Context: an optimization exercise on an open-source flow, tuned for small area. The choices shown serve that exercise and are no tape-out recipe. Only simulation tests tie the RTL to the original design; equivalence was not proved.

## calc_mvd_cost
module calc_mvd_cost (
    input                       ap_clk,
    input                       ap_rst,
    input                       ap_start,
    input                       ap_ce,
    output logic                ap_done,
    output logic                ap_ready,
    output logic                ap_idle,
    input        [31:0]         x,
    input        [31:0]         y,
    input        [31:0]         mv_shift,
    input        [15:0]         mv_cand_0,
    input        [15:0]         mv_cand_1,
    input        [15:0]         mv_cand_2,
    input        [15:0]         mv_cand_3,
    output logic [63:0]         bitcost,
    output logic                bitcost_ap_vld,
    input        [63:0]         lambda_sqrt_integer_int64,
    input        [63:0]         lambda_sqrt_decimal_int64,
    output logic [63:0]         mvd_cost_int64,
    output logic                mvd_cost_int64_ap_vld
);
Size: roughly 2300 cells after synthesis, ~300 flip-flops, about 430 I/O pins.
clock: 9.0 ns
lec_check: 0
cap_margin: 20
core_margin: 2
core_utilization: 58
cts_cluster_diameter: 100
cts_cluster_size: 24
place_density: 0.78
slew_margin: 20
standard.sh (not shown) runs the stock make flow with config.mk's settings and CLKGATE_MAP_FILE= SYNTH_SCRIPT=/design/flow/synth_recipe.tcl, a recipe that flattens the netlist after the stock synthesis.
==> flow/flow/run.sh <==
#!/bin/bash
set -euo pipefail
work=$(pwd)
mkdir -p custom
# ORFS's synth.tcl, with the ABC script swapped after the preamble sets it
sed 's|^source \$::env(SCRIPTS_DIR)/synth_preamble.tcl$|&\nset abc_args [lreplace $abc_args 1 1 '"$work"'/flow/abc_area_timing.script]|' \
    "$FLOW_HOME/scripts/synth.tcl" > custom/synth.tcl
grep -q abc_area_timing custom/synth.tcl
sed 's|^source \$::env(SCRIPTS_DIR)/synth.tcl$|source '"$work"'/custom/synth.tcl|' synth_recipe.tcl > custom/synth_recipe.tcl
grep -q custom/synth.tcl custom/synth_recipe.tcl
bash standard.sh SYNTH_SCRIPT="$work/custom/synth_recipe.tcl" SYNTH_ARGS=-noabc \
    "BUFFER_PORTS_ARGS=-buffer_cell sky130_fd_sc_hd__buf_1" finish > standard_flow.log 2>&1
==> flow/flow/abc_area_timing.script <==
&get -n
&st
&dch
&nf -R 1000
&put
buffer -c
topo
stime -c
upsize -c
dnsize -c
Rerun with:
--- a/flow/config.mk
+++ b/flow/config.mk
@@ -10,4 +10,4 @@
-export CORE_UTILIZATION = 58
-export CTS_CLUSTER_DIAMETER = 100
-export CTS_CLUSTER_SIZE = 24
-export PLACE_DENSITY = 0.78
+export CORE_UTILIZATION = 50
+export CTS_CLUSTER_DIAMETER = 120
+export CTS_CLUSTER_SIZE = 28
+export PLACE_DENSITY = 0.7
After rerunning:
- non-clock buffer count climbs by 3
- global-route usage decreases by 3.1 points
- sequential share of layout area fell by 0.11 points
Rerun with:
--- a/flow/config.mk
+++ b/flow/config.mk
@@ -11,2 +11,2 @@
-export CTS_CLUSTER_DIAMETER = 120
-export CTS_CLUSTER_SIZE = 28
+export CTS_CLUSTER_DIAMETER = 100
+export CTS_CLUSTER_SIZE = 24
What happened: The new run produced a clean layout. Routed wire length stays flat. Setup slack degrades by 0.011 ns. First-iteration DRC count is higher by 3.0%.


## PW
calc_mvd_cost, a different RTL version from the one above (not shown whole).
For scale: about 2,600 cells after synthesis, roughly 430 I/O pins.
clock: 9.0 ns
lec_check: 0
cap_margin: 20
core_margin: 2
core_utilization: 40
slew_margin: 20
Scripts as last shown in full above: flow/flow/run.sh, flow/flow/abc_area_timing.script
--- input diff PW..JK ---
-- flow/flow/run.sh --
<<< PW, line 10
grep -q custom/synth.tcl custom/synth_recipe.tcl
bash standard.sh SYNTH_SCRIPT="$work/custom/synth_recipe.tcl" SYNTH_ARGS=-noabc \
    "BUFFER_PORTS_ARGS=-buffer_cell sky130_fd_sc_hd__buf_1" finish > standard_flow.log 2>&1
>>> JK, line 10
grep -q custom/synth.tcl custom/synth_recipe.tcl
bash standard.sh SYNTH_SCRIPT="$work/custom/synth_recipe.tcl" SYNTH_ARGS=-noabc \
    "BUFFER_PORTS_ARGS=-buffer_cell sky130_fd_sc_hd__buf_1" GPL_KEEP_OVERFLOW=0 finish > standard_flow.log 2>&1
Results
Looking at PW and JK, the final instance count without filler cells is a wash.
The overall fraction of global-route tracks in use of JK is lower than that of PW.
Compared JK against PW; number of nets in the layout within noise.
Comparing PW and JK, the higher logic depth of the worst path, buffers included is on JK.
Between PW and JK, the length of routed wiring on met1 figures differ only marginally.


The RTL this note starts from:
==> flow/design.v <==
module calc_mvd_cost (
    input                       ap_clk,
    input                       ap_rst,
    input                       ap_start,
    input                       ap_ce,
    output logic                ap_done,
    output logic                ap_ready,
    output logic                ap_idle,
    input        [31:0]         x,
    input        [31:0]         y,
    input        [31:0]         mv_shift,
    input        [15:0]         mv_cand_0,
    input        [15:0]         mv_cand_1,
    input        [15:0]         mv_cand_2,
    input        [15:0]         mv_cand_3,
    output logic [63:0]         bitcost,
    output logic                bitcost_ap_vld,
    input        [63:0]         lambda_sqrt_integer_int64,
    input        [63:0]         lambda_sqrt_decimal_int64,
    output logic [63:0]         mvd_cost_int64,
    output logic                mvd_cost_int64_ap_vld
);
    logic        shift_big;
    logic [31:0] xs, ys;
    assign shift_big = |mv_shift[31:5];
    assign xs = shift_big ? 32'd0 : (x << mv_shift[4:0]);
    assign ys = shift_big ? 32'd0 : (y << mv_shift[4:0]);
    function automatic logic [3:0] hi_flags(input logic [15:0] hi);
        logic hzf, hof;
        hzf = ~|hi[15:1];
        hof = &hi[15:1];
        hi_flags = {hof & ~hi[0], hof & hi[0], hzf & hi[0], hzf & ~hi[0]};
    endfunction
    function automatic logic [4:0] comp_class(input logic [15:0] lo, input logic [3:0] hf,
                                              input logic [15:0] c);
        logic [16:0] t;
        logic [15:0] d, a;
        logic        sml, one;
        logic [3:0]  l;
        t = {1'b0, lo} + {1'b0, ~c} + 17'd1;
        d = t[15:0];
        case ({d[15], t[16], c[15]})
            3'b000: sml = hf[1];    
            3'b001: sml = hf[0];    
            3'b010: sml = hf[0];    
            3'b011: sml = hf[2];    
            3'b100: sml = hf[0];    
            3'b101: sml = hf[2];
            3'b110: sml = hf[2];
            default: sml = hf[3];   
        endcase
        a = d[15] ? (~d + 16'd1) : d;
        l = 4'd0;
        for (int i = 1; i < 16; i++)
            if (a[i]) l = i[3:0];
        one = sml & (a == 16'd1);
        comp_class = sml ? {one, l} : {1'b0, 4'd15};
    endfunction
    logic [3:0] xhf, yhf;
    logic [4:0] ca_h, ca_v, cb_h, cb_v;
    logic [5:0] ma, mb, m0;
    assign xhf = hi_flags(xs[31:16]);
    assign yhf = hi_flags(ys[31:16]);
    assign ca_h = comp_class(xs[15:0], xhf, mv_cand_0);
    assign ca_v = comp_class(ys[15:0], yhf, mv_cand_1);
    assign cb_h = comp_class(xs[15:0], xhf, mv_cand_2);
    assign cb_v = comp_class(ys[15:0], yhf, mv_cand_3);
    assign ma = {{1'b0, ca_h[3:0]} + {1'b0, ca_v[3:0]} + {4'd0, ca_h[4] & ca_v[4]}, ca_h[4] ^ ca_v[4]};
    assign mb = {{1'b0, cb_h[3:0]} + {1'b0, cb_v[3:0]} + {4'd0, cb_h[4] & cb_v[4]}, cb_h[4] ^ cb_v[4]};
    assign m0 = (mb < ma) ? mb : ma;
    logic [4:0]  vld;
    logic        ap_idle_r, ap_done_r;
    logic [5:0]  m1, m2, m3, m4, m5;
    logic [29:0] li1, ld1;
    logic [43:0] r2, r3, r4, r5;
    logic [6:0]  n1;
    logic [29:0] p1, q1, h1;
    assign n1 = {1'b0, m1} + 7'd4;
    assign p1 = n1 * ld1;
    assign q1 = n1 * li1;
    assign h1 = q1 + {14'd0, p1[29:14]};
    always_ff @(posedge ap_clk or posedge ap_rst) begin
        if (ap_rst) begin
            vld <= 5'd0;
            ap_idle_r <= 1'b1;
            ap_done_r <= 1'b0;
        end else if (ap_ce) begin
            vld <= {vld[3:0], ap_start};
            ap_idle_r <= ap_idle;
            ap_done_r <= ap_done;
        end
    end
    always_ff @(posedge ap_clk) begin
        if (ap_ce) begin
            m1 <= m0;
            li1 <= lambda_sqrt_integer_int64[29:0];
            ld1 <= lambda_sqrt_decimal_int64[29:0];
            m2 <= m1;
            r2 <= {h1, p1[13:0]};
            m3 <= m2;
            r3 <= r2;
            m4 <= m3;
            r4 <= r3;
            m5 <= m4;
            r5 <= r4;
        end
    end
    logic [6:0] n5;
    assign n5 = {1'b0, m5} + 7'd4;
    assign ap_done = vld[4];
    assign bitcost_ap_vld = vld[4];
    assign mvd_cost_int64_ap_vld = vld[4];
    assign ap_ready = 1'b1;
    assign bitcost = {23'd0, n5, 34'd0};
    assign mvd_cost_int64 = {r5, 20'd0};
    always_comb begin
        ap_idle = ap_idle_r;
        if (ap_start && ap_ce)
            ap_idle = 1'b0;
        else if (ap_done_r && ap_ce)
            ap_idle = 1'b1;
    end
endmodule
export LEC_CHECK = 0
export CAP_MARGIN = 20
export CORE_MARGIN = 2
export CORE_UTILIZATION = 65
export SLEW_MARGIN = 20
create_clock -name core_clock -period 9.0 [get_ports {ap_clk}]
run.sh (not shown) runs the stock make flow with config.mk's settings and CLKGATE_MAP_FILE= SYNTH_SCRIPT=/design/flow/synth_recipe.tcl, a recipe that flattens the netlist after the stock synthesis.
Stock flow here: none of the scripts above is used.
The starting point did not get past global routing, error GRT-0232.
Next try:
--- a/flow/config.mk
+++ b/flow/config.mk
@@ -10 +10 @@
-export CORE_UTILIZATION = 65
+export CORE_UTILIZATION = 40
Result:
- This time the run completed and failed the layout checks on negative setup slack
- synthesized cell count is unchanged
- area after synthesis stays the same
Next try:
==> flow/flow/run.sh (new file) <==
#!/bin/bash
set -euo pipefail
bash standard.sh "BUFFER_PORTS_ARGS=-buffer_cell sky130_fd_sc_hd__buf_1" finish > standard_flow.log 2>&1
==> flow/standard.sh (new file) <==
#!/bin/bash
# synth_recipe.tcl (not shown) runs the flow's synth.tcl, then flattens the netlist and writes it again
# the make line also repeats each setting of config.mk as NAME=value (left out here)
make -C /OpenROAD-flow-scripts/flow DESIGN_CONFIG=/design/flow/config.mk WORK_HOME=/design/flow/orfs CLKGATE_MAP_FILE= SYNTH_SCRIPT=/design/flow/synth_recipe.tcl "${@:-finish}"
removed: flow/run.sh
Result: The new run reached the layout checks and failed them: negative setup slack. Final cell count is lower by 1.9%. Final area decreases by 6.3%. Worst setup slack gets worse by 310 ps. Utilization came out lower by 3.3 points. Die area is unchanged.

==> what the ideal ports hide <==
The flow's constraints put no driver on any port. The routed layouts listed below were extracted and timed again, unchanged, in two steps. Step 1, drivers: a clkbuf_16 drives ap_clk and a buf_2 each remaining input, both assumed. Step 2 adds t to the input delays and takes it off the output delays; t is the mean of the earliest and latest rising clock arrival at the registers after step 1. Input paths then give back, and output paths get back, about the clock's delay inside the block. Slacks: no drivers / after step 1 / after step 2; pairs: no drivers / after step 1.
| run | t (ns) | setup slack, ns | worst register clock-pin slew, ns | pins driven straight from the clock port |
|---|---|---|---|---|
| the first run of note 1 | 0.568 | 0.422 / 0.422 / 0.037 | 0.11 / 0.11 | 1 |
| the second run of note 1 | 0.556 | 0.545 / 0.545 / 0.040 | 0.11 / 0.11 | 1 |
| the third run of note 1 | 0.563 | 0.534 / 0.534 / 0.069 | 0.10 / 0.10 | 1 |
| PW | 0.611 | 0.811 / 0.826 / 0.215 | 0.07 / 0.07 | 1 |
| JK | 0.601 | 0.447 / 0.470 / -0.131 | 0.07 / 0.07 | 1 |
| the second run of note 3 | 0.615 | -0.420 / -0.420 / -0.420 | 0.07 / 0.07 | 1 |
| the third run of note 3 | 0.615 | -0.727 / -0.727 / -0.727 | 0.06 / 0.06 | 1 |
Met with ideal ports but missed after step 2: setup timing in JK. The setup slack of PW, which loses most, moves by +0.015 ns with the drivers and by -0.596 ns with both steps.
